From an optimization exercise on the open Yosys and OpenROAD flow, aimed at small area, a short achievable clock period and few clock cycles per item; shortcuts taken in it are not production practice. Where RTL was checked, it was by simulation tests only, not by an equivalence proof against the original. The RTL of run 1 was laid out without a check of its function. Power figures rest on the tool's default switching activity, not on a simulated workload.

===== design/flow/run.sh =====
#!/bin/bash
# synth_recipe.tcl (not shown) runs the flow's synth.tcl, then flattens the netlist and writes it again
# the make line also repeats each setting of config.mk as NAME=value (left out here)
make -C /OpenROAD-flow-scripts/flow DESIGN_CONFIG=/design/flow/config.mk WORK_HOME=/design/flow/orfs CLKGATE_MAP_FILE= SYNTH_SCRIPT=/design/flow/synth_recipe.tcl finish

===== design/flow/config.mk =====
export PLATFORM = sky130hd
export DESIGN_NAME = dut
export DESIGN_NICKNAME = dut
export VERILOG_FILES = /design/flow/design.v
export SDC_FILE = /design/flow/constraint.sdc
export NUM_CORES = 4
export LEC_CHECK = 0
export CAP_MARGIN = 20
export CORE_MARGIN = 2
export CORE_UTILIZATION = 40
export PLACE_DENSITY = 0.6
export SLEW_MARGIN = 20

===== design/flow/constraint.sdc =====
create_clock -name core_clock -period 7.5 [get_ports {clk}]
set_input_delay 1.5000 -clock core_clock [delete_from_list [all_inputs] [get_ports {clk}]]
set_output_delay 1.5000 -clock core_clock [all_outputs]
set_load 0.01 [all_outputs]

===== design/flow/design.v =====
`timescale 1ns/1ps
module dut #(
    parameter int DATAW = 16
)(
    input  wire                 clk,
    input  wire                 rst_n,
    input  wire                 in_valid,
    output wire                 in_ready,
    input  wire signed [DATAW-1:0] in_data,
    output reg                  out_valid,
    input  wire                 out_ready,
    output wire signed [2*DATAW-1:0] out_data
);
    reg         v1;         
    reg  [15:0] a1;         
    wire        en2 = !out_valid || out_ready;    
    wire        en1 = !v1 || en2;                 
    assign in_ready = en1;
    wire        s    = in_data[15];
    wire [15:0] absx = ({16{s}} ^ in_data) + {15'd0, s};
    always @(posedge clk or negedge rst_n) begin
        if (!rst_n) begin
            v1        <= 1'b0;
            out_valid <= 1'b0;
        end else begin
            if (en1) v1 <= in_valid;
            if (en2) out_valid <= v1;
        end
    end
    always @(posedge clk) begin
        if (in_valid && en1) a1 <= absx;
    end
    wire [14:0] m = a1[14:0];
    wire pp_0_1 = m[0] & m[1];
    wire pp_0_2 = m[0] & m[2];
    wire pp_0_3 = m[0] & m[3];
    wire pp_0_4 = m[0] & m[4];
    wire pp_0_5 = m[0] & m[5];
    wire pp_0_6 = m[0] & m[6];
    wire pp_0_7 = m[0] & m[7];
    wire pp_0_8 = m[0] & m[8];
    wire pp_0_9 = m[0] & m[9];
    wire pp_0_10 = m[0] & m[10];
    wire pp_0_11 = m[0] & m[11];
    wire pp_0_12 = m[0] & m[12];
    wire pp_0_13 = m[0] & m[13];
    wire pp_0_14 = m[0] & m[14];
    wire pp_1_2 = m[1] & m[2];
    wire pp_1_3 = m[1] & m[3];
    wire pp_1_4 = m[1] & m[4];
    wire pp_1_5 = m[1] & m[5];
    wire pp_1_6 = m[1] & m[6];
    wire pp_1_7 = m[1] & m[7];
    wire pp_1_8 = m[1] & m[8];
    wire pp_1_9 = m[1] & m[9];
    wire pp_1_10 = m[1] & m[10];
    wire pp_1_11 = m[1] & m[11];
    wire pp_1_12 = m[1] & m[12];
    wire pp_1_13 = m[1] & m[13];
    wire pp_1_14 = m[1] & m[14];
    wire pp_2_3 = m[2] & m[3];
    wire pp_2_4 = m[2] & m[4];
    wire pp_2_5 = m[2] & m[5];
    wire pp_2_6 = m[2] & m[6];
    wire pp_2_7 = m[2] & m[7];
    wire pp_2_8 = m[2] & m[8];
    wire pp_2_9 = m[2] & m[9];
    wire pp_2_10 = m[2] & m[10];
    wire pp_2_11 = m[2] & m[11];
    wire pp_2_12 = m[2] & m[12];
    wire pp_2_13 = m[2] & m[13];
    wire pp_2_14 = m[2] & m[14];
    wire pp_3_4 = m[3] & m[4];
    wire pp_3_5 = m[3] & m[5];
    wire pp_3_6 = m[3] & m[6];
    wire pp_3_7 = m[3] & m[7];
    wire pp_3_8 = m[3] & m[8];
    wire pp_3_9 = m[3] & m[9];
    wire pp_3_10 = m[3] & m[10];
    wire pp_3_11 = m[3] & m[11];
    wire pp_3_12 = m[3] & m[12];
    wire pp_3_13 = m[3] & m[13];
    wire pp_3_14 = m[3] & m[14];
    wire pp_4_5 = m[4] & m[5];
    wire pp_4_6 = m[4] & m[6];
    wire pp_4_7 = m[4] & m[7];
    wire pp_4_8 = m[4] & m[8];
    wire pp_4_9 = m[4] & m[9];
    wire pp_4_10 = m[4] & m[10];
    wire pp_4_11 = m[4] & m[11];
    wire pp_4_12 = m[4] & m[12];
    wire pp_4_13 = m[4] & m[13];
    wire pp_4_14 = m[4] & m[14];
    wire pp_5_6 = m[5] & m[6];
    wire pp_5_7 = m[5] & m[7];
    wire pp_5_8 = m[5] & m[8];
    wire pp_5_9 = m[5] & m[9];
    wire pp_5_10 = m[5] & m[10];
    wire pp_5_11 = m[5] & m[11];
    wire pp_5_12 = m[5] & m[12];
    wire pp_5_13 = m[5] & m[13];
    wire pp_5_14 = m[5] & m[14];
    wire pp_6_7 = m[6] & m[7];
    wire pp_6_8 = m[6] & m[8];
    wire pp_6_9 = m[6] & m[9];
    wire pp_6_10 = m[6] & m[10];
    wire pp_6_11 = m[6] & m[11];
    wire pp_6_12 = m[6] & m[12];
    wire pp_6_13 = m[6] & m[13];
    wire pp_6_14 = m[6] & m[14];
    wire pp_7_8 = m[7] & m[8];
    wire pp_7_9 = m[7] & m[9];
    wire pp_7_10 = m[7] & m[10];
    wire pp_7_11 = m[7] & m[11];
    wire pp_7_12 = m[7] & m[12];
    wire pp_7_13 = m[7] & m[13];
    wire pp_7_14 = m[7] & m[14];
    wire pp_8_9 = m[8] & m[9];
    wire pp_8_10 = m[8] & m[10];
    wire pp_8_11 = m[8] & m[11];
    wire pp_8_12 = m[8] & m[12];
    wire pp_8_13 = m[8] & m[13];
    wire pp_8_14 = m[8] & m[14];
    wire pp_9_10 = m[9] & m[10];
    wire pp_9_11 = m[9] & m[11];
    wire pp_9_12 = m[9] & m[12];
    wire pp_9_13 = m[9] & m[13];
    wire pp_9_14 = m[9] & m[14];
    wire pp_10_11 = m[10] & m[11];
    wire pp_10_12 = m[10] & m[12];
    wire pp_10_13 = m[10] & m[13];
    wire pp_10_14 = m[10] & m[14];
    wire pp_11_12 = m[11] & m[12];
    wire pp_11_13 = m[11] & m[13];
    wire pp_11_14 = m[11] & m[14];
    wire pp_12_13 = m[12] & m[13];
    wire pp_12_14 = m[12] & m[14];
    wire pp_13_14 = m[13] & m[14];
    wire hs0 = pp_0_11 ^ pp_1_10;
    wire hc0 = pp_0_11 & pp_1_10;
    wire hs1 = pp_0_12 ^ pp_1_11;
    wire hc1 = pp_0_12 & pp_1_11;
    wire fs2 = pp_0_13 ^ pp_1_12 ^ pp_2_11;
    wire fc2 = (pp_0_13 & pp_1_12) | (pp_0_13 & pp_2_11) | (pp_1_12 & pp_2_11);
    wire hs3 = pp_3_10 ^ pp_4_9;
    wire hc3 = pp_3_10 & pp_4_9;
    wire fs4 = pp_0_14 ^ pp_1_13 ^ pp_2_12;
    wire fc4 = (pp_0_14 & pp_1_13) | (pp_0_14 & pp_2_12) | (pp_1_13 & pp_2_12);
    wire hs5 = pp_3_11 ^ pp_4_10;
    wire hc5 = pp_3_11 & pp_4_10;
    wire fs6 = pp_1_14 ^ pp_2_13 ^ pp_3_12;
    wire fc6 = (pp_1_14 & pp_2_13) | (pp_1_14 & pp_3_12) | (pp_2_13 & pp_3_12);
    wire fs7 = pp_4_11 ^ pp_5_10 ^ pp_6_9;
    wire fc7 = (pp_4_11 & pp_5_10) | (pp_4_11 & pp_6_9) | (pp_5_10 & pp_6_9);
    wire fs8 = pp_2_14 ^ pp_3_13 ^ pp_4_12;
    wire fc8 = (pp_2_14 & pp_3_13) | (pp_2_14 & pp_4_12) | (pp_3_13 & pp_4_12);
    wire fs9 = pp_3_14 ^ pp_4_13 ^ pp_5_12;
    wire fc9 = (pp_3_14 & pp_4_13) | (pp_3_14 & pp_5_12) | (pp_4_13 & pp_5_12);
    wire hs10 = pp_0_7 ^ pp_1_6;
    wire hc10 = pp_0_7 & pp_1_6;
    wire hs11 = pp_0_8 ^ pp_1_7;
    wire hc11 = pp_0_8 & pp_1_7;
    wire fs12 = pp_0_9 ^ pp_1_8 ^ pp_2_7;
    wire fc12 = (pp_0_9 & pp_1_8) | (pp_0_9 & pp_2_7) | (pp_1_8 & pp_2_7);
    wire hs13 = pp_3_6 ^ pp_4_5;
    wire hc13 = pp_3_6 & pp_4_5;
    wire fs14 = pp_0_10 ^ pp_1_9 ^ pp_2_8;
    wire fc14 = (pp_0_10 & pp_1_9) | (pp_0_10 & pp_2_8) | (pp_1_9 & pp_2_8);
    wire hs15 = pp_3_7 ^ pp_4_6;
    wire hc15 = pp_3_7 & pp_4_6;
    wire fs16 = hs0 ^ pp_2_9 ^ pp_3_8;
    wire fc16 = (hs0 & pp_2_9) | (hs0 & pp_3_8) | (pp_2_9 & pp_3_8);
    wire fs17 = pp_4_7 ^ pp_5_6 ^ m[6];
    wire fc17 = (pp_4_7 & pp_5_6) | (pp_4_7 & m[6]) | (pp_5_6 & m[6]);
    wire fs18 = hc0 ^ hs1 ^ pp_2_10;
    wire fc18 = (hc0 & hs1) | (hc0 & pp_2_10) | (hs1 & pp_2_10);
    wire fs19 = pp_3_9 ^ pp_4_8 ^ pp_5_7;
    wire fc19 = (pp_3_9 & pp_4_8) | (pp_3_9 & pp_5_7) | (pp_4_8 & pp_5_7);
    wire fs20 = hc1 ^ fs2 ^ hs3;
    wire fc20 = (hc1 & fs2) | (hc1 & hs3) | (fs2 & hs3);
    wire fs21 = pp_5_8 ^ pp_6_7 ^ m[7];
    wire fc21 = (pp_5_8 & pp_6_7) | (pp_5_8 & m[7]) | (pp_6_7 & m[7]);
    wire fs22 = fc2 ^ hc3 ^ fs4;
    wire fc22 = (fc2 & hc3) | (fc2 & fs4) | (hc3 & fs4);
    wire fs23 = hs5 ^ pp_5_9 ^ pp_6_8;
    wire fc23 = (hs5 & pp_5_9) | (hs5 & pp_6_8) | (pp_5_9 & pp_6_8);
    wire fs24 = fc4 ^ hc5 ^ fs6;
    wire fc24 = (fc4 & hc5) | (fc4 & fs6) | (hc5 & fs6);
    wire fs25 = fs7 ^ pp_7_8 ^ m[8];
    wire fc25 = (fs7 & pp_7_8) | (fs7 & m[8]) | (pp_7_8 & m[8]);
    wire fs26 = fc6 ^ fc7 ^ fs8;
    wire fc26 = (fc6 & fc7) | (fc6 & fs8) | (fc7 & fs8);
    wire fs27 = pp_5_11 ^ pp_6_10 ^ pp_7_9;
    wire fc27 = (pp_5_11 & pp_6_10) | (pp_5_11 & pp_7_9) | (pp_6_10 & pp_7_9);
    wire fs28 = fc8 ^ fs9 ^ pp_6_11;
    wire fc28 = (fc8 & fs9) | (fc8 & pp_6_11) | (fs9 & pp_6_11);
    wire fs29 = pp_7_10 ^ pp_8_9 ^ m[9];
    wire fc29 = (pp_7_10 & pp_8_9) | (pp_7_10 & m[9]) | (pp_8_9 & m[9]);
    wire fs30 = fc9 ^ pp_4_14 ^ pp_5_13;
    wire fc30 = (fc9 & pp_4_14) | (fc9 & pp_5_13) | (pp_4_14 & pp_5_13);
    wire fs31 = pp_6_12 ^ pp_7_11 ^ pp_8_10;
    wire fc31 = (pp_6_12 & pp_7_11) | (pp_6_12 & pp_8_10) | (pp_7_11 & pp_8_10);
    wire fs32 = pp_5_14 ^ pp_6_13 ^ pp_7_12;
    wire fc32 = (pp_5_14 & pp_6_13) | (pp_5_14 & pp_7_12) | (pp_6_13 & pp_7_12);
    wire fs33 = pp_8_11 ^ pp_9_10 ^ m[10];
    wire fc33 = (pp_8_11 & pp_9_10) | (pp_8_11 & m[10]) | (pp_9_10 & m[10]);
    wire fs34 = pp_6_14 ^ pp_7_13 ^ pp_8_12;
    wire fc34 = (pp_6_14 & pp_7_13) | (pp_6_14 & pp_8_12) | (pp_7_13 & pp_8_12);
    wire fs35 = pp_7_14 ^ pp_8_13 ^ pp_9_12;
    wire fc35 = (pp_7_14 & pp_8_13) | (pp_7_14 & pp_9_12) | (pp_8_13 & pp_9_12);
    wire hs36 = pp_0_5 ^ pp_1_4;
    wire hc36 = pp_0_5 & pp_1_4;
    wire hs37 = pp_0_6 ^ pp_1_5;
    wire hc37 = pp_0_6 & pp_1_5;
    wire fs38 = hs10 ^ pp_2_5 ^ pp_3_4;
    wire fc38 = (hs10 & pp_2_5) | (hs10 & pp_3_4) | (pp_2_5 & pp_3_4);
    wire fs39 = hc10 ^ hs11 ^ pp_2_6;
    wire fc39 = (hc10 & hs11) | (hc10 & pp_2_6) | (hs11 & pp_2_6);
    wire fs40 = hc11 ^ fs12 ^ hs13;
    wire fc40 = (hc11 & fs12) | (hc11 & hs13) | (fs12 & hs13);
    wire fs41 = fc12 ^ hc13 ^ fs14;
    wire fc41 = (fc12 & hc13) | (fc12 & fs14) | (hc13 & fs14);
    wire fs42 = fc14 ^ hc15 ^ fs16;
    wire fc42 = (fc14 & hc15) | (fc14 & fs16) | (hc15 & fs16);
    wire fs43 = fc16 ^ fc17 ^ fs18;
    wire fc43 = (fc16 & fc17) | (fc16 & fs18) | (fc17 & fs18);
    wire fs44 = fc18 ^ fc19 ^ fs20;
    wire fc44 = (fc18 & fc19) | (fc18 & fs20) | (fc19 & fs20);
    wire fs45 = fc20 ^ fc21 ^ fs22;
    wire fc45 = (fc20 & fc21) | (fc20 & fs22) | (fc21 & fs22);
    wire fs46 = fc22 ^ fc23 ^ fs24;
    wire fc46 = (fc22 & fc23) | (fc22 & fs24) | (fc23 & fs24);
    wire fs47 = fc24 ^ fc25 ^ fs26;
    wire fc47 = (fc24 & fc25) | (fc24 & fs26) | (fc25 & fs26);
    wire fs48 = fc26 ^ fc27 ^ fs28;
    wire fc48 = (fc26 & fc27) | (fc26 & fs28) | (fc27 & fs28);
    wire fs49 = fc28 ^ fc29 ^ fs30;
    wire fc49 = (fc28 & fc29) | (fc28 & fs30) | (fc29 & fs30);
    wire fs50 = fc30 ^ fc31 ^ fs32;
    wire fc50 = (fc30 & fc31) | (fc30 & fs32) | (fc31 & fs32);
    wire fs51 = fc32 ^ fc33 ^ fs34;
    wire fc51 = (fc32 & fc33) | (fc32 & fs34) | (fc33 & fs34);
    wire fs52 = fc34 ^ fs35 ^ pp_10_11;
    wire fc52 = (fc34 & fs35) | (fc34 & pp_10_11) | (fs35 & pp_10_11);
    wire fs53 = fc35 ^ pp_8_14 ^ pp_9_13;
    wire fc53 = (fc35 & pp_8_14) | (fc35 & pp_9_13) | (pp_8_14 & pp_9_13);
    wire fs54 = pp_9_14 ^ pp_10_13 ^ pp_11_12;
    wire fc54 = (pp_9_14 & pp_10_13) | (pp_9_14 & pp_11_12) | (pp_10_13 & pp_11_12);
    wire hs55 = pp_0_3 ^ pp_1_2;
    wire hc55 = pp_0_3 & pp_1_2;
    wire hs56 = pp_0_4 ^ pp_1_3;
    wire hc56 = pp_0_4 & pp_1_3;
    wire fs57 = hs36 ^ pp_2_3 ^ m[3];
    wire fc57 = (hs36 & pp_2_3) | (hs36 & m[3]) | (pp_2_3 & m[3]);
    wire fs58 = hc36 ^ hs37 ^ pp_2_4;
    wire fc58 = (hc36 & hs37) | (hc36 & pp_2_4) | (hs37 & pp_2_4);
    wire fs59 = hc37 ^ fs38 ^ m[4];
    wire fc59 = (hc37 & fs38) | (hc37 & m[4]) | (fs38 & m[4]);
    wire fs60 = fc38 ^ fs39 ^ pp_3_5;
    wire fc60 = (fc38 & fs39) | (fc38 & pp_3_5) | (fs39 & pp_3_5);
    wire fs61 = fc39 ^ fs40 ^ m[5];
    wire fc61 = (fc39 & fs40) | (fc39 & m[5]) | (fs40 & m[5]);
    wire fs62 = fc40 ^ fs41 ^ hs15;
    wire fc62 = (fc40 & fs41) | (fc40 & hs15) | (fs41 & hs15);
    wire fs63 = fc41 ^ fs42 ^ fs17;
    wire fc63 = (fc41 & fs42) | (fc41 & fs17) | (fs42 & fs17);
    wire fs64 = fc42 ^ fs43 ^ fs19;
    wire fc64 = (fc42 & fs43) | (fc42 & fs19) | (fs43 & fs19);
    wire fs65 = fc43 ^ fs44 ^ fs21;
    wire fc65 = (fc43 & fs44) | (fc43 & fs21) | (fs44 & fs21);
    wire fs66 = fc44 ^ fs45 ^ fs23;
    wire fc66 = (fc44 & fs45) | (fc44 & fs23) | (fs45 & fs23);
    wire fs67 = fc45 ^ fs46 ^ fs25;
    wire fc67 = (fc45 & fs46) | (fc45 & fs25) | (fs46 & fs25);
    wire fs68 = fc46 ^ fs47 ^ fs27;
    wire fc68 = (fc46 & fs47) | (fc46 & fs27) | (fs47 & fs27);
    wire fs69 = fc47 ^ fs48 ^ fs29;
    wire fc69 = (fc47 & fs48) | (fc47 & fs29) | (fs48 & fs29);
    wire fs70 = fc48 ^ fs49 ^ fs31;
    wire fc70 = (fc48 & fs49) | (fc48 & fs31) | (fs49 & fs31);
    wire fs71 = fc49 ^ fs50 ^ fs33;
    wire fc71 = (fc49 & fs50) | (fc49 & fs33) | (fs50 & fs33);
    wire fs72 = fc50 ^ fs51 ^ pp_9_11;
    wire fc72 = (fc50 & fs51) | (fc50 & pp_9_11) | (fs51 & pp_9_11);
    wire fs73 = fc51 ^ fs52 ^ m[11];
    wire fc73 = (fc51 & fs52) | (fc51 & m[11]) | (fs52 & m[11]);
    wire fs74 = fc52 ^ fs53 ^ pp_10_12;
    wire fc74 = (fc52 & fs53) | (fc52 & pp_10_12) | (fs53 & pp_10_12);
    wire fs75 = fc53 ^ fs54 ^ m[12];
    wire fc75 = (fc53 & fs54) | (fc53 & m[12]) | (fs54 & m[12]);
    wire fs76 = fc54 ^ pp_10_14 ^ pp_11_13;
    wire fc76 = (fc54 & pp_10_14) | (fc54 & pp_11_13) | (pp_10_14 & pp_11_13);
    wire fs77 = pp_11_14 ^ pp_12_13 ^ m[13];
    wire fc77 = (pp_11_14 & pp_12_13) | (pp_11_14 & m[13]) | (pp_12_13 & m[13]);
    wire [29:0] ra = {1'b0, pp_13_14, fc77, fc76, fc75, fc74, fc73, fc72, fc71, fc70, fc69, fc68, fc67, fc66, fc65, fc64, fc63, fc62, fc61, fc60, fc59, fc58, fc57, hc56, hc55, hs55, pp_0_2, pp_0_1, 1'b0, m[0]};
    wire [29:0] rb = {1'b0, m[14], pp_12_14, fs77, fs76, fs75, fs74, fs73, fs72, fs71, fs70, fs69, fs68, fs67, fs66, fs65, fs64, fs63, fs62, fs61, fs60, fs59, fs58, fs57, hs56, m[2], 1'b0, m[1], 1'b0, 1'b0};
    wire [12:0] lo = {1'b0, ra[11:0]} + {1'b0, rb[11:0]};
    reg [11:0] lo_r;    
    reg       c_r;     
    reg       f_r;     
    reg [29:12] ha_r, hb_r;   
    always @(posedge clk) begin
        if (v1 && en2) begin
            f_r <= a1[15];
            c_r <= lo[12];
            lo_r[0] <= lo[0];
            lo_r[2] <= lo[2];
            lo_r[3] <= lo[3];
            lo_r[4] <= lo[4];
            lo_r[5] <= lo[5];
            lo_r[6] <= lo[6];
            lo_r[7] <= lo[7];
            lo_r[8] <= lo[8];
            lo_r[9] <= lo[9];
            lo_r[10] <= lo[10];
            lo_r[11] <= lo[11];
            ha_r[12] <= fc62;
            ha_r[13] <= fc63;
            ha_r[14] <= fc64;
            ha_r[15] <= fc65;
            ha_r[16] <= fc66;
            ha_r[17] <= fc67;
            ha_r[18] <= fc68;
            ha_r[19] <= fc69;
            ha_r[20] <= fc70;
            ha_r[21] <= fc71;
            ha_r[22] <= fc72;
            ha_r[23] <= fc73;
            ha_r[24] <= fc74;
            ha_r[25] <= fc75;
            ha_r[26] <= fc76;
            ha_r[27] <= fc77;
            ha_r[28] <= pp_13_14;
            hb_r[12] <= fs63;
            hb_r[13] <= fs64;
            hb_r[14] <= fs65;
            hb_r[15] <= fs66;
            hb_r[16] <= fs67;
            hb_r[17] <= fs68;
            hb_r[18] <= fs69;
            hb_r[19] <= fs70;
            hb_r[20] <= fs71;
            hb_r[21] <= fs72;
            hb_r[22] <= fs73;
            hb_r[23] <= fs74;
            hb_r[24] <= fs75;
            hb_r[25] <= fs76;
            hb_r[26] <= fs77;
            hb_r[27] <= pp_12_14;
            hb_r[28] <= m[14];
        end
    end
    wire [29:12] hsum = {1'b0, ha_r[28], ha_r[27], ha_r[26], ha_r[25], ha_r[24], ha_r[23], ha_r[22], ha_r[21], ha_r[20], ha_r[19], ha_r[18], ha_r[17], ha_r[16], ha_r[15], ha_r[14], ha_r[13], ha_r[12]} + {1'b0, hb_r[28], hb_r[27], hb_r[26], hb_r[25], hb_r[24], hb_r[23], hb_r[22], hb_r[21], hb_r[20], hb_r[19], hb_r[18], hb_r[17], hb_r[16], hb_r[15], hb_r[14], hb_r[13], hb_r[12]} + {17'd0, c_r};
    assign out_data = {1'b0, f_r, hsum[29:12], lo_r[11], lo_r[10], lo_r[9], lo_r[8], lo_r[7], lo_r[6], lo_r[5], lo_r[4], lo_r[3], lo_r[2], 1'b0, lo_r[0]};
endmodule

==> results.txt, run 1 <==
PortBufs: 51
most common library cell in the layout ignoring fill and taps: and2_1
maximum number of pins on one net before global-route repair: 48
Hold-fix buffers, CTS: 0
Achievable Freq: 0.218 GHz
DRC violation count after routing: 0
Yosys reg bits: 65
DIE HEIGHT: 129 µm
count of flip-flops with a built-in enable after synthesis: 63
DIE AREA: 0.0166 mm²
required time at the worst-slack endpoint: 6.00 ns
measured slew at the worst slew-check pin: 0.875 ns
Antenna Nets Post-Route: 0
WL final: 11500 µm
power density over the cells: 310 mW/mm²
static leakage: 3.04 nW
type of origin of the critical path: flip-flop
ports placed on the boundary: 54
RSZ-0062 raised after global routing: no
number of vias after detailed routing: 4156
sink count of the clock tree: 65
number of hold-slack violations in the final timing report: 0
arrival time at the worst endpoint: 3.09 ns
reported max-cap violation count: 0
detailed-route vias per instance: 5.03
initial core utilization: 41.1%
count of final max-slew check failures: 0
switching portion of total power: 35.1%
clock insertion delay at the later pin of the skew report: 0.33 ns
design area: 0.00722 mm²
Pre-antenna DRT Iters: 4
number of buffers added for setup after CTS: 0
Combinational Power Share: 52.8%
Final TNS setup: 0 ns
commonest cells after routing, fill and taps aside: and2_1 (82), inv_1 (73), edfxtp_1 (63)
per-instance average area after synthesis: 10.5 µm²
clock tree from TritonCTS: built
Post-synth top flop: edfxtp_1
Critical Setup Path Class: flip-flop to output pin
cell count after synthesis: 596
grt ovf: 0
via count of the first global-routing pass: 4218
drt initial violations: 172
layout-stage area growth over the synthesis result: 15.7%
Clock power frac: 21.0%
crit path capture type: output pin
post-DR wirelength/cell: 13.9 µm
P_int: 0.00145 W
Final min period: 4.59 ns
cell area after placement: 0.00688 mm²
maximum net fanout on the critical path: 4
deepest level of the CTS H-tree: 3
Sw Pwr: 0.000787 W
final RePlAce weighted congestion: 0.785
Worst Clk Skew: 0.00744 ns
final-report setup violation count: 0
sequential element share of the synthesized area: 31.1%
VDD IR-drop max: 0.105 mV
clock-pin slew on the worst setup and hold paths: 0.05 ns
Worst slew margin: 41.5%
total standard cell area after synthesis: 0.00624 mm²
# resized after CTS: 0
type of the most critical hold path: flip-flop to flip-flop
deepest clock path buffer count: 2
ys async rst share: 3.08%
antenna violations before repair: 0
clock root buffer: clkbuf_16
number of nets in the layout: 761
number of unique standard cell types used by synthesis: 56
clock buffers created by TritonCTS: 9
row cnt: 45
result of the run: finished clean
Sequential Power Share: 26.2%
placed wire-length estimate after detailed placement: 8640 µm
core area: 0.0152 mm²
total of warnings raised by yosys: 1
final worst path period share: 61.2%
count of antenna diodes in the layout: 0
GRT Total Usage: 14.8%
share of cells above drive strength 1: 4.54%
die extent in x: 129 µm
wire length of the first global-routing pass: 19700 µm
-- worst max-delay path: stages (launching register included) --
cell and delay, ns:
edfxtp_1 0.36, inv_1 0.09, fa_1 0.19, inv_1 0.06
fa_1 0.42, a211oi_1 0.27, o21bai_1 0.17, o21ai_1 0.34
a21oi_1 0.11, nor3_1 0.20, clkdlybuf4s50_1 0.56
-- power by group through the flow --
| stage | combinational (W) | clock [W] | sequential (W) |
|---|---|---|---|
| 4_1_cts | 0.00120 | 0.000479 | 0.000590 |
| 5_1_grt | 0.00135 | 0.000491 | 0.000600 |
| 6_report | 0.00118 | 0.000470 | 0.000588 |
| 2_1_floorplan | 0.000787 | 0 | 0.000578 |
| 3_3_place_gp | 0.00117 | 0 | 0.000595 |
| 3_5_place_dp | 0.00119 | 0 | 0.000596 |
-- area by class of cell --
| class | instances | area (µm²) |
|---|---|---|
| Fill cell | 1406 | 7980 |
| Multi-Input combinational cell | 434 | 3920 |
| Sequential cell | 65 | 1940 |
| Timing Repair Buffer | 51 | 510 |
| Inverter | 73 | 274 |
| Tap cell | 188 | 235 |
| Clock buffer | 10 | 229 |
| Clock inverter | 6 | 106 |
-- state kept, by name, summed over array words and instances, names as in the netlist --
| signal | flops |
|---|---|
| v1 | 1 |
| a1 | 16 |
| hb_r | 17 |
| c_r | 1 |
| f_r | 1 |
| out_valid | 1 |
| ha_r | 17 |
| lo_r | 11 |
-- path summary, 6_finish.rpt --
path	start	endpoint	slack [ns]	cells after the start
min in group asynchronous	rst_n	out_valid	1.33	1
max	c_r	out_data[26]	2.91	10
max reg2reg	a1[8]	lo_r[11]	3.82	11
min reg2reg	a1[15]	f_r	0.43	0
min	a1[15]	f_r	0.43	0
max in group asynchronous	rst_n	v1	6.05	1
-- cells by family after synthesis --
logic type,after synthesis,synth area share [%]
AOI/OAI and AO/OA,99,11.5
xor gates and xnor gates,44,6.17
adders and majority gates,107,28.8
buffers and inverters,98,6.13
DFF,65,31.1
muxes,1,0.160
other,1,0.0601
and+or+nand+nor,181,16.0
-- metal layers --
metal  wire length (µm)  global-route usage (%)  up-vias
met3                357                    2.08       13
met1               5490                    19.2     2010
met2               5460                    25.1       58
li1                   -                       -     2075
met5                  0                       0        -
met4                193                    5.69        0
-- Yosys cell counts, drive strengths merged, types with 2 or more instances --
library cell	count	share of area [%]
buf	6	0.60
nand2b	13	1.3
or2	3	0.30
a31oi	5	0.50
dfrtp	2	0.80
ha	46	9.2
nor3	7	0.56
o22ai	3	0.52
edfxtp	63	30
o21ai	16	1.3
inv	73	4.4
and3	2	0.20
nand3	2	0.16
a2111oi	2	0.48
nand4	3	0.30
o21a	7	0.84
a21o	7	0.86
a41o	4	0.64
and2	83	8.3
nor2b	4	0.40
xor2	18	2.5
fa	61	20
xnor2	26	3.6
a211oi	8	1.1
nor2	14	0.84
nand2	42	2.6
o31a	3	0.56
o211ai	4	0.48
a211o	3	0.42
clkbuf	19	1.1
a21oi	30	2.4
-- per-stage QoR --
step,util [%],hold WS [ns],instances,setup slack (ns),total power (W)
after global placement,45.3,0.406,811,3.20,0.00177
final,47.5,0.425,827,2.91,0.00224
after floorplan,-,0.400,597,3.98,0.00136
after global routing,47.5,0.449,827,2.73,0.00244
after detailed placement,45.3,0.412,811,3.10,0.00179
after CTS,47.5,0.424,827,2.87,0.00227
==> run 2, diff against run 1 <==
--- a/design/flow/design.v
+++ b/design/flow/design.v
@@ -296,7 +296,19 @@
     wire [29:0] rb = {1'b0, m[14], pp_12_14, fs77, fs76, fs75, fs74, fs73, fs72, fs71, fs70, fs69, fs68, fs67, fs66, fs65, fs64, fs63, fs62, fs61, fs60, fs59, fs58, fs57, hs56, m[2], 1'b0, m[1], 1'b0, 1'b0};
-    wire [12:0] lo = {1'b0, ra[11:0]} + {1'b0, rb[11:0]};
-    reg [11:0] lo_r;    
-    reg       c_r;     
-    reg       f_r;     
-    reg [29:12] ha_r, hb_r;   
+    reg f_r;    
+    reg [29:0] s_r;    
+    reg [6:0] g_r;    
+    reg [6:1] p_r;    
+    wire [8:0] bs0 = {1'b0, ra[7:0]} + {1'b0, rb[7:0]};
+    wire [4:0] bs1 = {1'b0, ra[11:8]} + {1'b0, rb[11:8]};
+    wire bp1 = &(ra[11:8] ^ rb[11:8]);
+    wire [4:0] bs2 = {1'b0, ra[15:12]} + {1'b0, rb[15:12]};
+    wire bp2 = &(ra[15:12] ^ rb[15:12]);
+    wire [4:0] bs3 = {1'b0, ra[19:16]} + {1'b0, rb[19:16]};
+    wire bp3 = &(ra[19:16] ^ rb[19:16]);
+    wire [4:0] bs4 = {1'b0, ra[23:20]} + {1'b0, rb[23:20]};
+    wire bp4 = &(ra[23:20] ^ rb[23:20]);
+    wire [4:0] bs5 = {1'b0, ra[27:24]} + {1'b0, rb[27:24]};
+    wire bp5 = &(ra[27:24] ^ rb[27:24]);
+    wire [2:0] bs6 = {1'b0, ra[29:28]} + {1'b0, rb[29:28]};
+    wire bp6 = &(ra[29:28] ^ rb[29:28]);
     always @(posedge clk) begin
@@ -304,52 +316,40 @@
             f_r <= a1[15];
-            c_r <= lo[12];
-            lo_r[0] <= lo[0];
-            lo_r[2] <= lo[2];
-            lo_r[3] <= lo[3];
-            lo_r[4] <= lo[4];
-            lo_r[5] <= lo[5];
-            lo_r[6] <= lo[6];
-            lo_r[7] <= lo[7];
-            lo_r[8] <= lo[8];
-            lo_r[9] <= lo[9];
-            lo_r[10] <= lo[10];
-            lo_r[11] <= lo[11];
-            ha_r[12] <= fc62;
-            ha_r[13] <= fc63;
-            ha_r[14] <= fc64;
-            ha_r[15] <= fc65;
-            ha_r[16] <= fc66;
-            ha_r[17] <= fc67;
-            ha_r[18] <= fc68;
-            ha_r[19] <= fc69;
-            ha_r[20] <= fc70;
-            ha_r[21] <= fc71;
-            ha_r[22] <= fc72;
-            ha_r[23] <= fc73;
-            ha_r[24] <= fc74;
-            ha_r[25] <= fc75;
-            ha_r[26] <= fc76;
-            ha_r[27] <= fc77;
-            ha_r[28] <= pp_13_14;
-            hb_r[12] <= fs63;
-            hb_r[13] <= fs64;
-            hb_r[14] <= fs65;
-            hb_r[15] <= fs66;
-            hb_r[16] <= fs67;
-            hb_r[17] <= fs68;
-            hb_r[18] <= fs69;
-            hb_r[19] <= fs70;
-            hb_r[20] <= fs71;
-            hb_r[21] <= fs72;
-            hb_r[22] <= fs73;
-            hb_r[23] <= fs74;
-            hb_r[24] <= fs75;
-            hb_r[25] <= fs76;
-            hb_r[26] <= fs77;
-            hb_r[27] <= pp_12_14;
-            hb_r[28] <= m[14];
+            s_r[7:0] <= bs0[7:0];
+            g_r[0] <= bs0[8];
+            s_r[11:8] <= bs1[3:0];
+            g_r[1] <= bs1[4];
+            p_r[1] <= bp1;
+            s_r[15:12] <= bs2[3:0];
+            g_r[2] <= bs2[4];
+            p_r[2] <= bp2;
+            s_r[19:16] <= bs3[3:0];
+            g_r[3] <= bs3[4];
+            p_r[3] <= bp3;
+            s_r[23:20] <= bs4[3:0];
+            g_r[4] <= bs4[4];
+            p_r[4] <= bp4;
+            s_r[27:24] <= bs5[3:0];
+            g_r[5] <= bs5[4];
+            p_r[5] <= bp5;
+            s_r[29:28] <= bs6[1:0];
+            g_r[6] <= bs6[2];
+            p_r[6] <= bp6;
         end
     end
-    wire [29:12] hsum = {1'b0, ha_r[28], ha_r[27], ha_r[26], ha_r[25], ha_r[24], ha_r[23], ha_r[22], ha_r[21], ha_r[20], ha_r[19], ha_r[18], ha_r[17], ha_r[16], ha_r[15], ha_r[14], ha_r[13], ha_r[12]} + {1'b0, hb_r[28], hb_r[27], hb_r[26], hb_r[25], hb_r[24], hb_r[23], hb_r[22], hb_r[21], hb_r[20], hb_r[19], hb_r[18], hb_r[17], hb_r[16], hb_r[15], hb_r[14], hb_r[13], hb_r[12]} + {17'd0, c_r};
-    assign out_data = {1'b0, f_r, hsum[29:12], lo_r[11], lo_r[10], lo_r[9], lo_r[8], lo_r[7], lo_r[6], lo_r[5], lo_r[4], lo_r[3], lo_r[2], 1'b0, lo_r[0]};
+    wire [6:1] cin;
+    assign cin[1] = g_r[0];
+    assign cin[2] = g_r[1] | (p_r[1] & cin[1]);
+    assign cin[3] = g_r[2] | (p_r[2] & cin[2]);
+    assign cin[4] = g_r[3] | (p_r[3] & cin[3]);
+    assign cin[5] = g_r[4] | (p_r[4] & cin[4]);
+    assign cin[6] = g_r[5] | (p_r[5] & cin[5]);
+    wire [29:0] sq;
+    assign sq[7:0] = s_r[7:0];
+    assign sq[11:8] = s_r[11:8] + {3'd0, cin[1]};
+    assign sq[15:12] = s_r[15:12] + {3'd0, cin[2]};
+    assign sq[19:16] = s_r[19:16] + {3'd0, cin[3]};
+    assign sq[23:20] = s_r[23:20] + {3'd0, cin[4]};
+    assign sq[27:24] = s_r[27:24] + {3'd0, cin[5]};
+    assign sq[29:28] = s_r[29:28] + {1'd0, cin[6]};
+    assign out_data = {1'b0, f_r, sq[29:2], 1'b0, sq[0]};
 endmodule
==> design/flow/flow/run.sh (new file) <==
#!/bin/bash
# Own layout flow: the standard ORFS flow with two changes.
#  1. After the standard synthesis, flow/polarity.py picks the polarity of
#     each full adder (self-dual) and simple gate so that the inverters Yosys's
#     extract_fa leaves around full adders go away.  Registers, ports and the
#     function are unchanged.
#  2. The port buffers that buffer_ports inserts are sky130_fd_sc_hd__buf_2
#     instead of its default (the slow clkdlybuf4s50_1 delay buffer).
# Each step writes its full output to a log file in this folder.
set -euo pipefail
RES=$PWD/orfs/results/${FLOW_PLATFORM}/dut/base
bash standard.sh synth > standard_synth.log 2>&1
cp $RES/1_2_yosys.v synth_standard.v
python3 flow/polarity.py $FLOW_HOME/platforms/sky130hd/lib/sky130_fd_sc_hd__tt_025C_1v80.lib \
    synth_standard.v $RES/1_2_yosys.v > polarity.log 2>&1
rm -f $RES/1_synth.odb $RES/1_synth.sdc
export BUFFER_PORTS_ARGS="-buffer_cell sky130_fd_sc_hd__buf_2"
bash standard.sh finish > standard_finish.log 2>&1
==> design/flow/flow/polarity.py (new file) <==
#!/usr/bin/env python3
"""Polarity clean-up of a flat Yosys gate netlist (sky130hd).

Yosys's extract_fa often wraps full adders in inverters on every input and
output (a full adder is self-dual: FA(~a,~b,~c) = ~FA(a,b,c)).  This script
chooses, for every full adder / majority cell, whether to use it in true or
complemented form, and for every simple gate whether to use it or its
complement (and2 <-> nand2, o21a <-> o21ai, ...), so that the inverters the
netlist needs, and the cell area, are smallest.  Every signal keeps its
function; registers, ports and their nets are untouched.

usage: polarity.py LIBERTY IN.v OUT.v
"""
import re, sys, random

lib, src, dst = sys.argv[1:4]

# ---- cell areas from the liberty
areas = {}
for m in re.finditer(r'cell\s*\(\s*"?(sky130_fd_sc_hd__\w+)"?\s*\)\s*\{', open(lib).read()):
    pass
libtxt = open(lib).read()
for m in re.finditer(r'cell\s*\(\s*"?(sky130_fd_sc_hd__\w+)"?\s*\)\s*\{(.*?)\barea\s*:\s*([\d.]+)', libtxt, re.S):
    areas[m.group(1)] = float(m.group(3))

P = 'sky130_fd_sc_hd__'
OUTPINS = {'X', 'Y', 'Q', 'Q_N', 'SUM', 'COUT', 'HI', 'LO'}
SELFDUAL = {'fa': ['A', 'B', 'CIN'], 'maj3': ['A', 'B', 'C']}
PAIRS = [('and2', 'nand2'), ('and3', 'nand3'), ('and4', 'nand4'), ('or2', 'nor2'),
         ('or3', 'nor3'), ('or4', 'nor4'), ('xor2', 'xnor2'), ('xor3', 'xnor3'),
         ('and2b', 'nand2b'), ('or2b', 'nor2b'), ('and3b', 'nand3b'), ('or3b', 'nor3b'),
         ('and4b', 'nand4b'), ('or4b', 'nor4b'), ('and4bb', 'nand4bb'), ('or4bb', 'nor4bb'),
         ('a21o', 'a21oi'), ('o21a', 'o21ai'), ('a211o', 'a211oi'), ('o211a', 'o211ai'),
         ('a22o', 'a22oi'), ('o22a', 'o22ai'), ('a31o', 'a31oi'), ('o31a', 'o31ai'),
         ('a32o', 'a32oi'), ('o32a', 'o32ai'), ('a41o', 'a41oi'), ('o41a', 'o41ai'),
         ('a221o', 'a221oi'), ('o221a', 'o221ai'), ('a311o', 'a311oi'), ('o311a', 'o311ai'),
         ('a2111o', 'a2111oi'), ('o2111a', 'o2111ai'), ('a21bo', 'a21boi'), ('o21ba', 'o21bai'),
         ('a2bb2o', 'a2bb2oi'), ('o2bb2a', 'o2bb2ai'), ('mux2', 'mux2i')]
COMP = {}
for a, b in PAIRS:
    COMP[a] = b; COMP[b] = a

def base_drive(t):
    m = re.fullmatch(P + r'(\w+?)_(\d+)', t)
    return (m.group(1), m.group(2)) if m else (None, None)

def complement(t):
    b, d = base_drive(t)
    if b not in COMP:
        return None
    c = COMP[b]
    if P + c + '_' + d in areas:
        return P + c + '_' + d
    # nearest available drive
    opts = sorted((int(re.search(r'_(\d+)$', n).group(1)), n) for n in areas
                  if re.fullmatch(P + c + r'_\d+', n))
    for dd, n in opts:
        if dd >= max(1, int(d)):
            return n
    return opts[-1][1] if opts else None

text = open(src).read()
mod = re.search(r'module\s+(\w+)\s*\((.*?)\);(.*)endmodule', text, re.S)
body = mod.group(3)
outports = set()
for m in re.finditer(r'^\s*output\s+(\[(\d+):(\d+)\]\s*)?(\S+?);', body, re.M):
    if m.group(1):
        hi, lo = int(m.group(2)), int(m.group(3))
        for i in range(min(hi, lo), max(hi, lo) + 1):
            outports.add(f'{m.group(4)}[{i}]')
    else:
        outports.add(m.group(4))

cellre = re.compile(r'^\s*(sky130_fd_sc_hd__\w+)\s+(\S+)\s*\((.*?)\);', re.S | re.M)
cells = []
for m in cellre.finditer(body):
    pins = [(p, n.strip()) for p, n in re.findall(r'\.(\w+)\(([^()]*)\)', m.group(3))]
    cells.append({'type': m.group(1), 'name': m.group(2), 'pins': pins, 'span': m.span()})
assert 'assign' not in body, 'netlist has assign statements'

def is_inv(c):
    b, _ = base_drive(c['type'])
    return b in ('inv', 'clkinv')

driver = {}
for i, c in enumerate(cells):
    for p, n in c['pins']:
        if p in OUTPINS:
            driver[n] = (i, p)

# inverters treated as inverters: those whose output is not a port net
invcell = set()
for i, c in enumerate(cells):
    if is_inv(c):
        out = dict(c['pins'])['Y']
        if out not in outports:
            invcell.add(i)

def root(n):
    q = 0
    seen = 0
    while n in driver and driver[n][0] in invcell:
        n = dict(cells[driver[n][0]]['pins'])['A']
        q ^= 1
        seen += 1
        assert seen < 100
    return n, q

# flippable cells
kind = {}
for i, c in enumerate(cells):
    if i in invcell:
        continue
    b, _ = base_drive(c['type'])
    outs = [n for p, n in c['pins'] if p in OUTPINS]
    if any(o in outports for o in outs):
        continue
    if b in SELFDUAL:
        kind[i] = 'sd'
    elif complement(c['type']):
        kind[i] = 'gate'

# loads: (cell index, pin, root, parity)
loads = []
for i, c in enumerate(cells):
    if i in invcell:
        continue
    for p, n in c['pins']:
        if p in OUTPINS:
            continue
        r, q = root(n)
        loads.append([i, p, r, q])
# output ports as loads (only if their net is driven through a removable inverter)
for o in outports:
    r, q = root(o)
    if r != o:
        loads.append([-1, o, r, q])

roots_loads = {}
for k, l in enumerate(loads):
    roots_loads.setdefault(l[2], []).append(k)
cell_inroots = {}
for k, l in enumerate(loads):
    if l[0] >= 0:
        cell_inroots.setdefault(l[0], set()).add(l[2])
cell_outroots = {}
for r in roots_loads:
    if r in driver and driver[r][0] not in invcell:
        cell_outroots.setdefault(driver[r][0], set()).add(r)

flip = {i: 0 for i in kind}
INV = areas[P + 'inv_1']

def eff(k):
    i, p, r, q = loads[k]
    e = q
    if i >= 0 and kind.get(i) == 'sd' and p in SELFDUAL[base_drive(cells[i]['type'])[0]]:
        e ^= flip[i]
    if r in driver:
        d = driver[r][0]
        if d in flip:
            e ^= flip[d]
    return e

def root_cost(r):
    return INV if any(eff(k) for k in roots_loads.get(r, [])) else 0.0

def cell_area(i):
    t = cells[i]['type']
    if kind.get(i) == 'gate' and flip[i]:
        t = complement(t)
    return areas[t]

def affected(i):
    s = set(cell_outroots.get(i, ()))
    if kind[i] == 'sd':
        s |= cell_inroots.get(i, set())
    return s

def total():
    return sum(root_cost(r) for r in roots_loads) + sum(cell_area(i) for i in kind)

before = total()
rng = random.Random(1)
order = list(kind)
improved = True
passes = 0
while improved and passes < 50:
    improved = False
    passes += 1
    rng.shuffle(order)
    for i in order:
        rs = affected(i)
        c0 = sum(root_cost(r) for r in rs) + cell_area(i)
        flip[i] ^= 1
        c1 = sum(root_cost(r) for r in rs) + cell_area(i)
        if c1 < c0 - 1e-9:
            improved = True
        else:
            flip[i] ^= 1
after = total()

# ---- rebuild
def fmt(n):
    return n + ' ' if n.startswith('\\') else n

newwires = []
neg_net = {}
newcells = []
ninv = 0
for r in roots_loads:
    if any(eff(k) for k in roots_loads[r]):
        nm = f'pol_n{ninv}'
        ninv += 1
        neg_net[r] = nm
        newwires.append(nm)
        newcells.append(f'  {P}inv_1 pol_inv{ninv} (\n    .A({fmt(r)}),\n    .Y({nm})\n  );\n')
conn = {}
portfix = []
for k, l in enumerate(loads):
    i, p, r, q = l
    net = neg_net[r] if eff(k) else r
    if i >= 0:
        conn[(i, p)] = net
    else:
        # output port net: drive it with a buffer from the right polarity
        portfix.append((p, net))
for p, net in portfix:
    newcells.append(f'  {P}buf_1 pol_obuf_{len(newcells)} (\n    .A({fmt(net)}),\n    .X({fmt(p)})\n  );\n')

def render(i, c):
    t = c['type']
    if kind.get(i) == 'gate' and flip[i]:
        t = complement(t)
    parts = []
    for p, n in c['pins']:
        if p in OUTPINS:
            if kind.get(i) == 'gate' and flip[i]:
                p = 'Y' if p == 'X' else 'X'
            parts.append(f'    .{p}({fmt(n)})')
        else:
            parts.append(f'    .{p}({fmt(conn[(i, p)])})')
    return f'  {t} {c["name"]} (\n' + ',\n'.join(parts) + '\n  );\n'

out = []
pos = 0
for i, c in enumerate(cells):
    s, e = c['span']
    out.append(body[pos:s])
    if i not in invcell:
        out.append(render(i, c).rstrip('\n').lstrip('\n'))
    pos = e
out.append(body[pos:])
newbody = ''.join(out)
decl = ''.join(f'  wire {w};\n' for w in newwires)
newbody = decl + newbody.rstrip() + '\n' + ''.join(newcells)
res = text[:mod.start(3)] + newbody + '\nendmodule' + text[mod.end():]
open(dst, 'w').write(res)
nflip = sum(flip.values())
print(f'polarity: {len(invcell)} inverters before, {ninv} after; {nflip} cells flipped '
      f'({sum(1 for i in flip if flip[i] and kind[i]=="sd")} self-dual); '
      f'{len(portfix)} port buffers; area of inverters+flippable {before:.1f} -> {after:.1f}')
==> design/flow/standard.sh (new file) <==
#!/bin/bash
# synth_recipe.tcl (not shown) runs the flow's synth.tcl, then flattens the netlist and writes it again
# the make line also repeats each setting of config.mk as NAME=value (left out here)
make -C /OpenROAD-flow-scripts/flow DESIGN_CONFIG=/design/flow/config.mk WORK_HOME=/design/flow/orfs CLKGATE_MAP_FILE= SYNTH_SCRIPT=/design/flow/synth_recipe.tcl "${@:-finish}"
removed: design/flow/run.sh
==> results.txt, run 2 <==
Worst slew margin: 34.5% (-7.0 points)
via count of the first global-routing pass: 3745 (-11%)
Achievable Freq: 0.250 GHz (+15%)
ports placed on the boundary: 54 (unchanged)
clock buffers created by TritonCTS: 9 (unchanged)
Antenna Nets Post-Route: 0 (unchanged)
worst hold start: a1[15]
number of nets in the layout: 684 (-10%)
Sequential Power Share: 30.0% (+3.8 points)
combined area of the multi-input logic cells: 0.00383 mm² (-2.4%)
count of final max-slew check failures: 0 (unchanged)
DIE AREA: 0.0156 mm² (-5.9%)
placed wire-length estimate after detailed placement: 7710 µm (-11%)
# resized after CTS: 0 (unchanged)
power density over the cells: 307 mW/mm² (-1.2%)
type of origin of the critical path: flip-flop
# placed instances: 716 (-12%)
crit path launch: a1[1]
count of antenna diodes in the layout: 0 (unchanged)
layout-stage area growth over the synthesis result: 9.88%
cell area after placement: 0.00619 mm² (-10%)
result of the run: finished clean
antenna violations before repair: 0 (unchanged)
PortBufs: 51 (unchanged)
Combinational Power Share: 52.1% (-0.7 points)
maximum number of pins on one net before global-route repair: 42 (-13%)
crit path capture type: flip-flop
total of warnings raised by yosys: 1 (unchanged)
deepest clock path buffer count: 2 (unchanged)
DIE HEIGHT: 125 µm (-3.0%)
sink count of the clock tree: 59 (-9.2%)
final RePlAce weighted congestion: 0.778 (-0.97%)
clock root buffer: clkbuf_16
register with the highest flop count: s_r
deepest level of the CTS H-tree: 3 (unchanged)
Sw Pwr: 0.000722 W (-8.2%)
maximum net fanout on the critical path: 16 (+12)
number of flip-flops in the largest register: 29
switching portion of total power: 36.5% (+1.4 points)
static leakage: 2.88 nW (-5.2%)
die extent in x: 125 µm (-3.0%)
VDD IR-drop max: 0.108 mV (+3.5%)
number of hold-slack violations in the final timing report: 0 (unchanged)
arrival time at the worst endpoint: 4.07 ns (+0.98 ns)
drt initial violations: 83 (-52%)
clock-pin slew on the worst setup and hold paths: 0.05 ns (about the same)
GRT Total Usage: 13.9% (-0.87 points)
Hold-fix buffers, CTS: 0 (unchanged)
wire length of the first global-routing pass: 17400 µm (-12%)
detailed-route vias per instance: 4.88 (-2.9%)
Worst Clk Skew: 0.00725 ns (-0.000188 ns)
total of fill cells in the finished design: 1369 (-2.6%)
per-instance average area after synthesis: 11.5 µm² (+10%)
Clock power frac: 17.9% (-3.1 points)
Critical Setup Path Class: flip-flop to flip-flop
initial core utilization: 40.6% (-0.40 points)
row cnt: 44 (-2.2%)
final-report setup violation count: 0 (unchanged)
P_int: 0.00125 W (-14%)
Pre-antenna DRT Iters: 4 (unchanged)
Final min period: 3.99 ns (-0.594 ns)
WL final: 10000 µm (-13%)
final worst path period share: 53.2% (-7.9 points)
total standard cell area after synthesis: 0.00586 mm² (-6.1%)
FF+latch area: 0.00176 mm² (-9.3%)
most common library cell in the layout ignoring fill and taps: and2_1
Final TNS setup: 0 ns (unchanged)
required time at the worst-slack endpoint: 7.58 ns (+1.58 ns)
design area: 0.00644 mm² (-11%)
cell count after synthesis: 509 (-15%)
share of cells above drive strength 1: 13.9% (+9.3 points)
measured slew at the worst slew-check pin: 0.983 ns (+0.108 ns)
number of vias after detailed routing: 3573 (-14%)
clock insertion delay at the later pin of the skew report: 0.33 ns (about the same)
fin cells: 732 (-11%)
commonest cells after routing, fill and taps aside: and2_1 (82), fa_1 (64), ha_1 (57), edfxtp_1 (57), buf_2 (51)
post-DR wirelength/cell: 13.7 µm (-1.4%)
reported max-cap violation count: 0 (unchanged)
Reg-to-Reg Start: a1[1]
Top Registers: s_r (29), a1 (16), g_r (6)
number of buffers added for setup after CTS: 0 (unchanged)
clock tree from TritonCTS: built
grt ovf: 0 (unchanged)
type of the most critical hold path: flip-flop to flip-flop
RSZ-0062 raised after global routing: no
core area: 0.0144 mm² (-5.1%)
DRC violation count after routing: 0 (unchanged)
run 2: worst paths after layout:
kind / endpoint / slack [ns] / cells past startpoint
max: g_r[3] / 3.51 / 11
min: f_r / 0.43 / 0
max reg2reg: g_r[3] / 3.51 / 11
min reg2reg: f_r / 0.43 / 0
max in group asynchronous: v1 / 6.46 / 1
min in group asynchronous: out_valid / 0.94 / 1
run 2: through the flow:
stage	utilization [%]	setup slack (ns)	power, W	hold WS [ns]
floorplan	-	3.71	0.00138	0.400
global placement	42.9	3.56	0.00163	0.412
detailed placement	42.9	3.48	0.00165	0.420
CTS	44.7	3.48	0.00202	0.427
global route	44.7	3.24	0.00218	0.451
finish	44.7	3.51	0.00198	0.428
run 2: metal layers:
layer / share of wire, % / GRT usage (%) / vias to the layer above
met2: 47 / 23.0 / 45
met1: 48 / 17.9 / 1752
met5: 0 / 0 / -
met4: 1.8 / 5.23 / 0
li1: - / - / 1765
met3: 2.9 / 3.12 / 11
run 2: worst max-delay path, stage by stage (launching register included):
cell      delay (ns)
edfxtp_1        0.58
and2_1          0.27
fa_1            0.56
fa_1            0.44
fa_1            0.53
fa_1            0.42
ha_1            0.22
fa_1            0.36
inv_1           0.09
nor2b_1         0.05
o21ai_0         0.13
nand2b_1        0.07
run 2: power by group through the flow:
stage,registers [W],logic [W],clock network [W]
floorplan,0.000568,0.000817,0
global placement,0.000596,0.00103,0
detailed placement,0.000601,0.00105,0
CTS,0.000595,0.00106,0.000363
global route,0.000605,0.00119,0.000378
finish,0.000592,0.00103,0.000353
run 2: area by class of cell:
cell class,count,share of cell area [%]
Clock buffer,12,3.67
Multi-Input combinational cell,392,59.4
Timing Repair Buffer,51,3.96
Inverter,30,1.75
Tap cell,184,3.57
Sequential cell,59,27.3
Clock inverter,4,0.272
Testbench counts of run 2, summed over its fixed seeds: cycles 16,016, items 16,000.
==> run 3, diff against run 2 <==
--- a/design/flow/config.mk
+++ b/design/flow/config.mk
@@ -11,2 +11,3 @@
 export PLACE_DENSITY = 0.6
+export SETUP_SLACK_MARGIN = 4.0
 export SLEW_MARGIN = 20
==> results.txt, run 3 <==
result of the run: finished clean
final-report setup violation count: 0 (unchanged)
per-instance average area after synthesis: 11.5 µm² (unchanged)
Top Registers: s_r (29), a1 (16), g_r (6)
combined area of the multi-input logic cells: 0.00412 mm² (+7.5%)
reported max-cap violation count: 0 (unchanged)
deepest level of the CTS H-tree: 3 (unchanged)
type of the most critical hold path: flip-flop to flip-flop
power density over the cells: 322 mW/mm² (+5.0%)
Reg-to-Reg Start: a1[14]
post-DR wirelength/cell: 14.2 µm (+3.3%)
sink count of the clock tree: 59 (unchanged)
wire length of the first global-routing pass: 18500 µm (+6.5%)
Hold-fix buffers, CTS: 0 (unchanged)
core area: 0.0144 mm² (unchanged)
arrival time at the worst endpoint: 3.83 ns (-0.24 ns)
grt ovf: 0 (unchanged)
share of cells above drive strength 1: 30.9% (+17 points)
layout-stage area growth over the synthesis result: 22.2%
slowest library cell on the worst path: fa_1
Final TNS setup: 0 ns (unchanged)
clock tree from TritonCTS: built
total of fill cells in the finished design: 1325 (-3.2%)
required time at the worst-slack endpoint: 7.58 ns (about the same)
Setup WS pre-CTS: 3.53 ns (+0.0511 ns)
cell count after synthesis: 509 (unchanged)
clock buffers created by TritonCTS: 9 (unchanged)
Worst Clk Skew: 0.00424 ns (-0.00302 ns)
worst-path cell chain: and2_4 > fa_1 > fa_1 > fa_1 > fa_1 > ha_2 > fa_2 > inv_2 > nor2b_1 > o21ai_0 > nand2b_1
antenna violations before repair: 0 (unchanged)
static leakage: 3.13 nW (+8.7%)
Antenna Nets Post-Route: 0 (unchanged)
crit path capture type: flip-flop
GRT Total Usage: 14.6% (+0.66 points)
clock-pin slew on the worst setup and hold paths: 0.05 ns (about the same)
final worst path period share: 50.0% (-3.2 points)
DIE HEIGHT: 125 µm (unchanged)
WL final: 11000 µm (+9.9%)
number of vias after detailed routing: 3822 (+7.0%)
deepest clock path buffer count: 2 (unchanged)
worst hold start: a1[15]
count of final max-slew check failures: 0 (unchanged)
Critical Path Most Common Cell: fa_1
Critical Setup Path Class: flip-flop to flip-flop
total of warnings raised by yosys: 1 (unchanged)
clock root buffer: clkbuf_16
most common library cell in the layout ignoring fill and taps: and2_1
register with the highest flop count: s_r
number of nets in the layout: 731 (+6.9%)
detailed-route vias per instance: 4.91 (+0.52%)
placed wire-length estimate after detailed placement: 7730 µm (+0.26%)
ports placed on the boundary: 54 (unchanged)
Achievable Freq: 0.267 GHz (+6.5%)
type of origin of the critical path: flip-flop
Worst slew margin: 35.7% (+1.2 points)
drt initial violations: 88 (+6.0%)
via count of the first global-routing pass: 3919 (+4.6%)
CP max stage delay: 0.56 ns (-0.02 ns)
row cnt: 44 (unchanged)
DRC violation count after routing: 0 (unchanged)
RSZ-0062 raised after global routing: yes
maximum net fanout on the critical path: 5 (-11)
final critical-path setup slack: 3.75 ns (+0.243 ns)
final RePlAce weighted congestion: 0.793 (+2.0%)
PortBufs: 51 (unchanged)
Pre-antenna DRT Iters: 4 (unchanged)
commonest cells after routing, fill and taps aside: and2_1 (70), edfxtp_1 (57), buf_2 (47)
initial core utilization: 40.6% (unchanged)
die extent in x: 125 µm (unchanged)
total standard cell area after synthesis: 0.00586 mm² (unchanged)
Final min period: 3.75 ns (-0.243 ns)
measured slew at the worst slew-check pin: 0.965 ns (-0.0182 ns)
number of flip-flops in the largest register: 29 (unchanged)
crit path launch: a1[14]
design area: 0.00716 mm² (+11%)
VDD IR-drop max: 0.121 mV (+12%)
clock insertion delay at the later pin of the skew report: 0.33 ns (about the same)
maximum number of pins on one net before global-route repair: 42 (unchanged)
Reg2Reg Setup Slack: 3.75 ns (+0.24 ns)
cell area after placement: 0.00626 mm² (+1.2%)
count of antenna diodes in the layout: 0 (unchanged)
DIE AREA: 0.0156 mm² (unchanged)
FF+latch area: 0.00176 mm² (unchanged)
number of hold-slack violations in the final timing report: 0 (unchanged)
==> run 3: cell count changes in the layout (fill, tap and decap cells not counted), moves of 6 or more <==
cell / delta
buf_4: +39
fa_1: -18
fa_2: +18
ha_1: -17
ha_4: +13
and2_1: -12
and2_4: +12
buf_6: +12
inv_1: -6
inv_2: +6
==> run 3: path summary, 6_finish.rpt <==
path | cells past startpoint | to
max | 11 | g_r[3]
min | 0 | f_r
max reg2reg | 11 | g_r[3]
min reg2reg | 0 | f_r
max in group asynchronous | 1 | v1
min in group asynchronous | 1 | out_valid
==> run 3: repair_timing <==
item,in CTS,in global routing
resized for setup,29,29
setup endpoints to repair,24,27
pin swaps,31,23
buffers inserted,41,6
==> run 3: stage by stage <==
stage	power (W)	std cells	hold WS (ns)	utilization, %
after CTS	0.00224	773	0.423	48.4
after detailed placement	0.00172	716	0.414	43.4
after global placement	0.00168	716	0.409	43.4
after floorplan	0.00144	510	0.400	-
final	0.00231	779	0.424	49.7
after global routing	0.00251	779	0.439	49.7
==> run 3: final cells by class <==
type | count | share of cell area, %
Clock buffer | 13 | 3.35
Multi-Input combinational cell | 392 | 57.5
Sequential cell | 59 | 24.6
Clock inverter | 3 | 0.542
Inverter | 30 | 1.57
Tap cell | 184 | 3.21
Timing Repair Buffer | 98 | 9.26
==> run 3: layer usage <==
metal | wire [µm] | vias up | track usage, %
met3 | 287 | 11 | 1.80
met1 | 5080 | 1889 | 19.4
met5 | 0 | - | 0
li1 | - | 1857 | -
met2 | 5490 | 65 | 24.3
met4 | 189 | 0 | 5.82
==> run 3: worst max-delay path, delay by kind of cell, from the launching register on <==
family | cells | cell delay [ns]
and+or+nand+nor | 3 | 0.32
AOI/OAI and AO/OA | 1 | 0.14
DFF | 1 | 0.48
adders and majority gates | 6 | 2.48
buffers and inverters | 1 | 0.06
==> run 3: where the power goes <==
group / leakage, nW / total (W) / internal (W) / switching [W]
logic: 2.42 / 0.00133 / 0.000701 / 0.000632
clock network: 0.135 / 0.000393 / 0.000255 / 0.000137
registers: 0.575 / 0.000581 / 0.000531 / 0.0000503
total: 3.13 / 0.00231 / 0.00149 / 0.000820
==> run 4, diff against run 3 <==
--- a/design/flow/flow/polarity.py
+++ b/design/flow/flow/polarity.py
@@ -185,17 +185,35 @@
 order = list(kind)
+
+def move_delta(i):
+    rs = affected(i)
+    c0 = sum(root_cost(r) for r in rs) + cell_area(i)
+    flip[i] ^= 1
+    c1 = sum(root_cost(r) for r in rs) + cell_area(i)
+    flip[i] ^= 1
+    return c1 - c0
+
+# simulated annealing over single flips, then greedy descent; keep the best
+cur = before
+best = cur
+best_flip = dict(flip)
+steps = 200 * len(order) if order else 0
+T0, T1 = 3.0, 0.02
+for k in range(steps):
+    T = T0 * (T1 / T0) ** (k / max(1, steps - 1))
+    i = order[rng.randrange(len(order))]
+    d = move_delta(i)
+    if d <= 0 or rng.random() < pow(2.718281828, -d / T):
+        flip[i] ^= 1
+        cur += d
+        if cur < best - 1e-9:
+            best = cur
+            best_flip = dict(flip)
+flip.update(best_flip)
 improved = True
-passes = 0
-while improved and passes < 50:
+while improved:
     improved = False
-    passes += 1
-    rng.shuffle(order)
     for i in order:
-        rs = affected(i)
-        c0 = sum(root_cost(r) for r in rs) + cell_area(i)
-        flip[i] ^= 1
-        c1 = sum(root_cost(r) for r in rs) + cell_area(i)
-        if c1 < c0 - 1e-9:
+        if move_delta(i) < -1e-9:
+            flip[i] ^= 1
             improved = True
-        else:
-            flip[i] ^= 1
 after = total()
--- a/design/flow/config.mk
+++ b/design/flow/config.mk
@@ -9,5 +9,5 @@
 export CORE_MARGIN = 2
-export CORE_UTILIZATION = 40
-export PLACE_DENSITY = 0.6
-export SETUP_SLACK_MARGIN = 4.0
+export CORE_UTILIZATION = 65
+export CTS_BUF_LIST = sky130_fd_sc_hd__clkbuf_4
+export PLACE_DENSITY = 0.75
 export SLEW_MARGIN = 20
==> results.txt, run 4 <==
Final min period: 4.01 ns (+0.265 ns)
switching portion of total power: 36.3% (+0.77 points)
core area: 0.00872 mm² (-40%)
clock buffers created by TritonCTS: 9 (unchanged)
total of warnings raised by yosys: 1 (unchanged)
final RePlAce weighted congestion: 0.829 (+4.4%)
P_int: 0.00124 W (-17%)
number of nets in the layout: 672 (-8.1%)
final worst path period share: 53.5% (+3.5 points)
wire length of the first global-routing pass: 16400 µm (-12%)
detailed-route vias per instance: 5.49 (+12%)
maximum net fanout on the critical path: 16 (+11)
clock insertion delay at the later pin of the skew report: 0.43 ns (+0.10 ns)
deepest level of the CTS H-tree: 3 (unchanged)
measured slew at the worst slew-check pin: 0.948 ns (-0.0170 ns)
GRT Total Usage: 21.1% (+6.6 points)
Achievable Freq: 0.249 GHz (-6.6%)
die extent in x: 98.9 µm (-21%)
dominant delay contributor by cell family on the critical path: adder cells
Worst slew margin: 36.8% (+1.1 points)
total of fill cells in the finished design: 647 (-51%)
type of the most critical hold path: flip-flop to flip-flop
slowest library cell on the worst path: edfxtp_1
power density over the cells: 310 mW/mm² (-3.7%)
WL final: 9470 µm (-14%)
clock root buffer: clkbuf_4
deepest clock path buffer count: 2 (unchanged)
Sw Pwr: 0.000707 W (-14%)
cell count after synthesis: 497 (-2.4%)
number of hold-slack violations in the final timing report: 0 (unchanged)
crit path capture type: flip-flop
commonest cells after routing, fill and taps aside: and2_1 (94), fa_1 (64), ha_1 (57), edfxtp_1 (57), buf_2 (51)
Pre-antenna DRT Iters: 5 (+1)
count of antenna diodes in the layout: 0 (unchanged)
count of final max-slew check failures: 0 (unchanged)
Worst Clk Skew: 0.0216 ns (+0.0174 ns)
share of cells above drive strength 1: 14.7% (-16 points)
Top Registers: s_r (29), a1 (16), g_r (6)
clock-pin slew on the worst setup and hold paths: 0.11 ns (+0.06 ns)
Hold Crit Depth: 0 (unchanged)
DIE AREA: 0.00977 mm² (-38%)
reported max-cap violation count: 0 (unchanged)
post-DR wirelength/cell: 14.7 µm (+3.8%)
register with the highest flop count: s_r
result of the run: finished clean
# resized after CTS: 0 (-100%)
arrival time at the worst endpoint: 4.20 ns (+0.37 ns)
Antenna Nets Post-Route: 0 (unchanged)
CP max stage delay: 0.60 ns (+0.04 ns)
Hold-fix buffers, CTS: 0 (unchanged)
number of flip-flops in the largest register: 29 (unchanged)
design area: 0.00628 mm² (-12%)
per-instance average area after synthesis: 11.8 µm² (+2.2%)
type of origin of the critical path: flip-flop
initial core utilization: 67.1% (+26 points)
Sequential Power Share: 30.2% (+5.0 points)
number of vias after detailed routing: 3537 (-7.5%)
Critical Setup Path Class: flip-flop to flip-flop
layout-stage area growth over the synthesis result: 7.40%
grt ovf: 0 (unchanged)
most common library cell in the layout ignoring fill and taps: and2_1
ports placed on the boundary: 54 (unchanged)
DIE HEIGHT: 98.9 µm (-21%)
sink count of the clock tree: 59 (unchanged)
static leakage: 2.83 nW (-9.6%)
antenna violations before repair: 0 (unchanged)
total standard cell area after synthesis: 0.00585 mm² (-0.23%)
Clock power frac: 16.7% (-0.3 points)
placed wire-length estimate after detailed placement: 7210 µm (-6.7%)
Final TNS setup: 0 ns (unchanged)
worst-path cell chain: and2_1 > fa_1 > fa_1 > fa_1 > fa_1 > ha_1 > fa_1 > inv_1 > nor2b_1 > o21ai_0 > nand2b_1
via count of the first global-routing pass: 3543 (-9.6%)
final-report setup violation count: 0 (unchanged)
row cnt: 34 (-23%)
PortBufs: 51 (unchanged)
VDD IR-drop max: 0.123 mV (+1.9%)
RSZ-0062 raised after global routing: no
Combinational Power Share: 53.1% (-4.7 points)
maximum number of pins on one net before global-route repair: 42 (unchanged)
R2R depth: 11 (unchanged)
drt initial violations: 106 (+20%)
clock tree from TritonCTS: built
required time at the worst-slack endpoint: 7.68 ns (+0.10 ns)
DRC violation count after routing: 0 (unchanged)
number of buffers added for setup after CTS: 0 (-100%)
Critical Path Most Common Cell: fa_1
Buffers & Inverters on Critical Path: 1 (unchanged)
cell area after placement: 0.00608 mm² (-2.9%)
logic depth of the worst path, buffers included: 11 (unchanged)
[run 4: worst paths after layout]
check / from / to / slack (ns)
worst min-delay path: a1[15] / f_r / 0.44
worst min register to register: a1[15] / f_r / 0.44
min in group asynchronous: rst_n / v1 / 0.83
worst max-delay path: a1[0] / g_r[3] / 3.49
worst max register to register: a1[0] / g_r[3] / 3.49
max in group asynchronous: rst_n / out_valid / 6.58
[run 4: layout make-up]
| class | instances | area (µm²) | area share (%) |
|---|---|---|---|
| Multi-Input combinational cell | 392 | 3860 | 61.4 |
| Sequential cell | 59 | 1760 | 28.0 |
| Timing Repair Buffer | 51 | 255 | 4.06 |
| Tap cell | 108 | 135 | 2.15 |
| Clock inverter | 6 | 128 | 2.03 |
| Clock buffer | 10 | 75.1 | 1.19 |
| Inverter | 18 | 67.6 | 1.08 |
[run 4: worst register-to-register path, cell delays in order (launching register included)]
cell and delay [ns]:
edfxtp_1 0.60, and2_1 0.27, fa_1 0.47, fa_1 0.59, fa_1 0.44, fa_1 0.46
ha_1 0.22, fa_1 0.36, inv_1 0.09, nor2b_1 0.05, o21ai_0 0.16, nand2b_1 0.07
[run 4: power by group through the flow]
stage | Clock [W] | Sequential (W) | Combinational, W
6_report | 0.000325 | 0.000589 | 0.00103
5_1_grt | 0.000343 | 0.000603 | 0.00119
4_1_cts | 0.000331 | 0.000591 | 0.00105
3_5_place_dp | 0 | 0.000599 | 0.00104
3_3_place_gp | 0 | 0.000594 | 0.00101
2_1_floorplan | 0 | 0.000568 | 0.000816
[run 4: stage by stage]
stage          std cells  worst slack [ns]  utilization [%]  total power (W)  hold WS [ns]
4_1_cts              644              3.46             72.0          0.00198         0.451
6_report             644              3.49             72.0          0.00195         0.437
3_5_place_dp         628              3.52             69.7          0.00164         0.421
5_1_grt              644              3.25             72.0          0.00213         0.472
2_1_floorplan        498              3.72                -          0.00138         0.400
3_3_place_gp         628              3.57             69.7          0.00160         0.421
[run 4: routing by layer]
metal | global-route usage [%] | vias to the layer above | wire, µm
li1 | - | 1739 | -
met1 | 29.2 | 1724 | 4550
met2 | 34.5 | 64 | 4470
met3 | 3.69 | 10 | 322
met4 | 6.64 | 0 | 133
met5 | 0 | - | 0

## re-timing with driven ports
Ports are ideal in the flow. The routed layouts listed here were re-timed in OpenROAD. Step 1 sets driving cells, clkbuf_16 on the clock port and buf_2 on the other inputs (assumed; they add their load-dependent delay and slew). Step 2, shift: input delay + t, output delay - t, t = (earliest + latest rising clock arrival at the registers) / 2. This alone moves slack from input paths to output paths. Three values: no drivers, after step 1, after step 2; two values: the first two.
run	t, ns	slack for setup (ns)	worst hold slack (ns)	slew at the worst register clock pin (ns)
run 1	0.364	2.913 / 2.877 / 3.066	0.425 / 0.425 / 0.425	0.05 / 0.05
run 2	0.369	3.507 / 3.507 / 3.507	0.428 / 0.428 / 0.428	0.05 / 0.05
run 3	0.370	3.750 / 3.750 / 3.750	0.424 / 0.424 / 0.424	0.05 / 0.05
run 4	0.444	3.485 / 3.485 / 3.485	0.437 / 0.437 / 0.437	0.11 / 0.11
After both steps every run listed still meets setup and hold.
